Source: an optimization exercise on an open RTL-to-GDS flow (aim: small area and a short achievable clock period). Production flows keep margins and buffers that such runs may drop.

== north ==
==> module UnaryMultiplier, before the edit <==
module UnaryMultiplier
#(
    parameter INPUT_WIDTH = 32,
    parameter COUNT_WIDTH = $clog2(INPUT_WIDTH + 1),
    parameter EPSILON = 8
)
(
    input logic a,
    input logic b,
    input logic [1:0] ready,
    input logic clk,
    input logic reset,
    output logic valid,
    output logic y
);
    logic [5:0]  a_ones, b_ones, a_upper, b_upper, y_count;
    logic [5:0]  g_lower;    
    logic [5:0]  f_upper;    
    logic [10:0] d_upper, d_lower;
    logic        ea, eb, za, zb;
    logic        near_l, near_u, emit, bit1, done;
    logic        valid_n, y_n;
    logic [5:0]  ab_ones, ab_upper;
    logic [6:0]  hl, hu;
    logic [10:0] dl, du;
    logic [5:0]  yc;
    logic [3:0]  hg, hp;
    logic        c4, neg;
    always_comb begin
        ea = ready[0] & a;
        za = ready[0] & ~a;
        eb = ready[1] & b;
        zb = ready[1] & ~b;
        ab_ones = a_ones + b_ones + 6'd1;
        ab_upper = a_upper + b_upper - 6'd1;
        case ({g_lower[5:4], ~valid_n, ~y_n})
            4'b00_10: hl = 7'd1;
            4'b00_11: hl = 7'h7f;
            4'b01_10: hl = 7'd2;
            4'b01_11: hl = 7'd0;
            4'b10_10: hl = 7'd3;
            4'b10_11: hl = 7'd1;
            4'b11_10: hl = 7'd4;
            4'b11_11: hl = 7'd2;
            default:  hl = {5'd0, g_lower[5:4]};
        endcase
        dl = d_lower + {hl, g_lower[3:0]};
        case ({f_upper[5:4], ~valid_n, ~y_n})
            4'b11_10: hu = 7'h7d;
            4'b11_11: hu = 7'h7b;
            4'b10_10: hu = 7'h7e;
            4'b10_11: hu = 7'h7c;
            4'b01_10: hu = 7'h7f;
            4'b01_11: hu = 7'h7d;
            4'b00_10: hu = 7'h00;
            4'b00_11: hu = 7'h7e;
            default:  hu = {5'h1f, ~f_upper[5:4]};
        endcase
        du = d_upper + {hu, ~f_upper[3:0]} + 11'd1;
        yc = y_count + {5'd0, ~valid_n};
        done = yc[5];
        near_l = ~dl[10] | (&dl[9:7]);                              
        near_u = du[10] | (~|du[9:8] & (~du[7] | ~|du[6:4]));       
        hg = du[7:4] & dl[7:4];
        hp = du[7:4] ^ dl[7:4];
        c4 = hg[3] | (hp[3] & hg[2]) | (hp[3] & hp[2] & hg[1]) | (hp[3] & hp[2] & hp[1] & hg[0]);
        neg = (du[8] & dl[8]) | ((du[8] ^ dl[8]) & ~c4);
        bit1 = near_l & (~near_u | ~neg);
        emit = ~done & (near_l | near_u);
    end
    always_ff @(posedge clk or negedge reset) begin
        if (!reset) begin
            a_ones <= 0;
            b_ones <= 0;
            a_upper <= 6'd32;
            b_upper <= 6'd32;
            g_lower <= 0;
            f_upper <= 0;
            y_count <= 0;
            d_lower <= 11'h600;    
            d_upper <= 11'h200;    
            y <= 1'b0;
            valid <= 1'b0;
            y_n <= 1'b1;
            valid_n <= 1'b1;
        end else begin
            a_ones <= a_ones + ea;
            b_ones <= b_ones + eb;
            a_upper <= a_upper - za;
            b_upper <= b_upper - zb;
            g_lower <= ({6{ea & ~eb}} & b_ones) | ({6{eb & ~ea}} & a_ones) | ({6{ea & eb}} & ab_ones);
            f_upper <= ({6{za & ~zb}} & b_upper) | ({6{zb & ~za}} & a_upper) | ({6{za & zb}} & ab_upper);
            y_count <= yc;
            d_lower <= dl;
            d_upper <= du;
            valid <= emit;
            y <= bit1;
            valid_n <= ~emit;
            y_n <= ~bit1;
        end
    end
endmodule
Settings: LEC_CHECK=0, CAP_MARGIN=20, CORE_MARGIN=2, CORE_UTILIZATION=40, PLACE_DENSITY=0.6, SLEW_MARGIN=20; clock period 8.0 ns.
standard.sh (not shown) runs the stock make flow with config.mk's settings and CLKGATE_MAP_FILE= SYNTH_SCRIPT=/design/flow/synth_recipe.tcl, a recipe that flattens the netlist after the stock synthesis.
==> flow/flow/run.sh <==
#!/bin/bash
# The standard layout, except that:
#  - synthesis maps the logic with flow/abc_speed.script (three rounds of
#    &syn2/&dch/&nf) instead of ORFS's ABC script; the rest of synthesis,
#    and so the registers, are ORFS's as run by standard.sh;
#  - the ports get plain buf_2 buffers;
#  - timing repair aims at a setup slack of SETUP_SLACK_MARGIN.
set -e
rm -rf scripts_alt
cp -r "$FLOW_HOME/scripts" scripts_alt
cp flow/abc_speed.script scripts_alt/abc_speed.script
export BUFFER_PORTS_ARGS="-buffer_cell sky130_fd_sc_hd__buf_2"
export SETUP_SLACK_MARGIN=5.3
bash standard.sh SCRIPTS_DIR="$PWD/scripts_alt" synth > synth.log 2>&1
bash standard.sh > standard.log 2>&1
==> flow/flow/abc_speed.script <==
&get -n
&st
&syn2
&dch
&nf
&st
&syn2
&dch
&nf
&st
&syn2
&dch
&nf
&put
buffer -c
topo
stime -c
upsize -c
dnsize -c
north: PASS, flow complete, no timing, DRC or antenna violations
Input changes introduced in south (baseline for comparison: north):
==> flow/design.v <==
module UnaryMultiplier
#(
    parameter INPUT_WIDTH = 32,
    parameter COUNT_WIDTH = $clog2(INPUT_WIDTH + 1),
    parameter EPSILON = 8
)
(
    input logic a,
    input logic b,
    input logic [1:0] ready,
    input logic clk,
    input logic reset,
    output logic valid,
    output logic y
);
    logic [5:0]  a_ones, b_ones, a_upper, b_upper, y_count;
    logic [5:0]  g_lower;    
    logic [5:0]  nf_upper;   
    logic [10:0] d_upper, d_lower;
    logic        ea, eb, za, zb;
    logic        near_l, near_u, emit, bit1, done;
    logic [5:0]  ab_ones, ab_upper;
    logic [6:0]  hl, hu;
    logic [10:0] dl, du;
    logic [5:0]  yc;
    logic [3:0]  hg, hp;
    logic        c4, neg;
    always_comb begin
        ea = ready[0] & a;
        za = ready[0] & ~a;
        eb = ready[1] & b;
        zb = ready[1] & ~b;
        ab_ones = a_ones + b_ones + 6'd1;
        ab_upper = a_upper + b_upper - 6'd1;
        case ({g_lower[5:4], valid, y})
            4'b00_10: hl = 7'd1;
            4'b00_11: hl = 7'h7f;
            4'b01_10: hl = 7'd2;
            4'b01_11: hl = 7'd0;
            4'b10_10: hl = 7'd3;
            4'b10_11: hl = 7'd1;
            4'b11_10: hl = 7'd4;
            4'b11_11: hl = 7'd2;
            default:  hl = {5'd0, g_lower[5:4]};
        endcase
        dl = d_lower + {hl, g_lower[3:0]};
        case ({nf_upper[5:4], valid, y})
            4'b00_10: hu = 7'h7d;
            4'b00_11: hu = 7'h7b;
            4'b01_10: hu = 7'h7e;
            4'b01_11: hu = 7'h7c;
            4'b10_10: hu = 7'h7f;
            4'b10_11: hu = 7'h7d;
            4'b11_10: hu = 7'h00;
            4'b11_11: hu = 7'h7e;
            default:  hu = {5'h1f, nf_upper[5:4]};
        endcase
        du = d_upper + {hu, nf_upper[3:0]} + 11'd1;
        yc = y_count + valid;
        done = yc[5];
        near_l = ~dl[10] | (&dl[9:7]);                              
        near_u = du[10] | (~|du[9:8] & (~du[7] | ~|du[6:4]));       
        hg = du[7:4] & dl[7:4];
        hp = du[7:4] ^ dl[7:4];
        c4 = hg[3] | (hp[3] & hg[2]) | (hp[3] & hp[2] & hg[1]) | (hp[3] & hp[2] & hp[1] & hg[0]);
        neg = (du[8] & dl[8]) | ((du[8] ^ dl[8]) & ~c4);
        bit1 = near_l & (~near_u | ~neg);
        emit = ~done & (near_l | near_u);
    end
    always_ff @(posedge clk or negedge reset) begin
        if (!reset) begin
            a_ones <= 0;
            b_ones <= 0;
            a_upper <= 6'd32;
            b_upper <= 6'd32;
            g_lower <= 0;
            nf_upper <= 6'h3f;
            y_count <= 0;
            d_lower <= 11'h600;    
            d_upper <= 11'h200;    
            y <= 1'b0;
            valid <= 1'b0;
        end else begin
            a_ones <= a_ones + ea;
            b_ones <= b_ones + eb;
            a_upper <= a_upper - za;
            b_upper <= b_upper - zb;
            g_lower <= ({6{ea & ~eb}} & b_ones) | ({6{eb & ~ea}} & a_ones) | ({6{ea & eb}} & ab_ones);
            nf_upper <= ~(({6{za & ~zb}} & b_upper) | ({6{zb & ~za}} & a_upper) | ({6{za & zb}} & ab_upper));
            y_count <= yc;
            d_lower <= dl;
            d_upper <= du;
            valid <= emit;
            y <= bit1;
        end
    end
endmodule
==> comparison <==
Number of DRC markers in iteration 0 delta (south − north): unfavourable. north → south: total of cells resized after clock tree synthesis now sits lower, synthesized cell count down 6.0%, largest net degree at the start of global routing went down by 2. Compared with north, in south routed wire length per instance now sits higher, clock tree buffer count of the final layout now sits higher, layout-stage area growth over the synthesis result now sits higher, non-clock buffer total of the final layout now sits higher, met2 wire length now sits lower. The core of south is more densely filled than that of north. Against north as the reference, south delivers a lower fraction of the cycle the final worst path needs. In the reports for south and north, the smaller global-route wire length before repair belongs to south. Lower finished layout cell area was reported by south, not north.
No functional check of the RTL was part of any run of this note.

==> re-timing with driven ports <==
How much do the figures lean on ideal ports? The routed layouts below were timed once more, with nothing changed but the port constraints. Step 1 sets driving cells, clkbuf_16 on the clock port and buf_2 on the other inputs (assumed; they add their load-dependent delay and slew). Step 2 also shifts input and output timing later by t, the mid clock arrival at the registers, as if the neighbouring blocks saw the same clock. a / b / c = ideal ports / drivers / drivers and shift; a / b = the first two.
run | shift t [ns] | setup WS [ns] | latest minus earliest clock arrival (ns)
north | 0.363 | 5.251 / 5.251 / 5.090 | 0.015 / 0.015
south | 0.369 | 5.349 / 5.349 / 5.103 | 0.010 / 0.010
After both steps setup and hold are still met in every run listed. The setup slack of south, which loses most, moves by 0.000 ns with the drivers and by -0.246 ns with both steps.
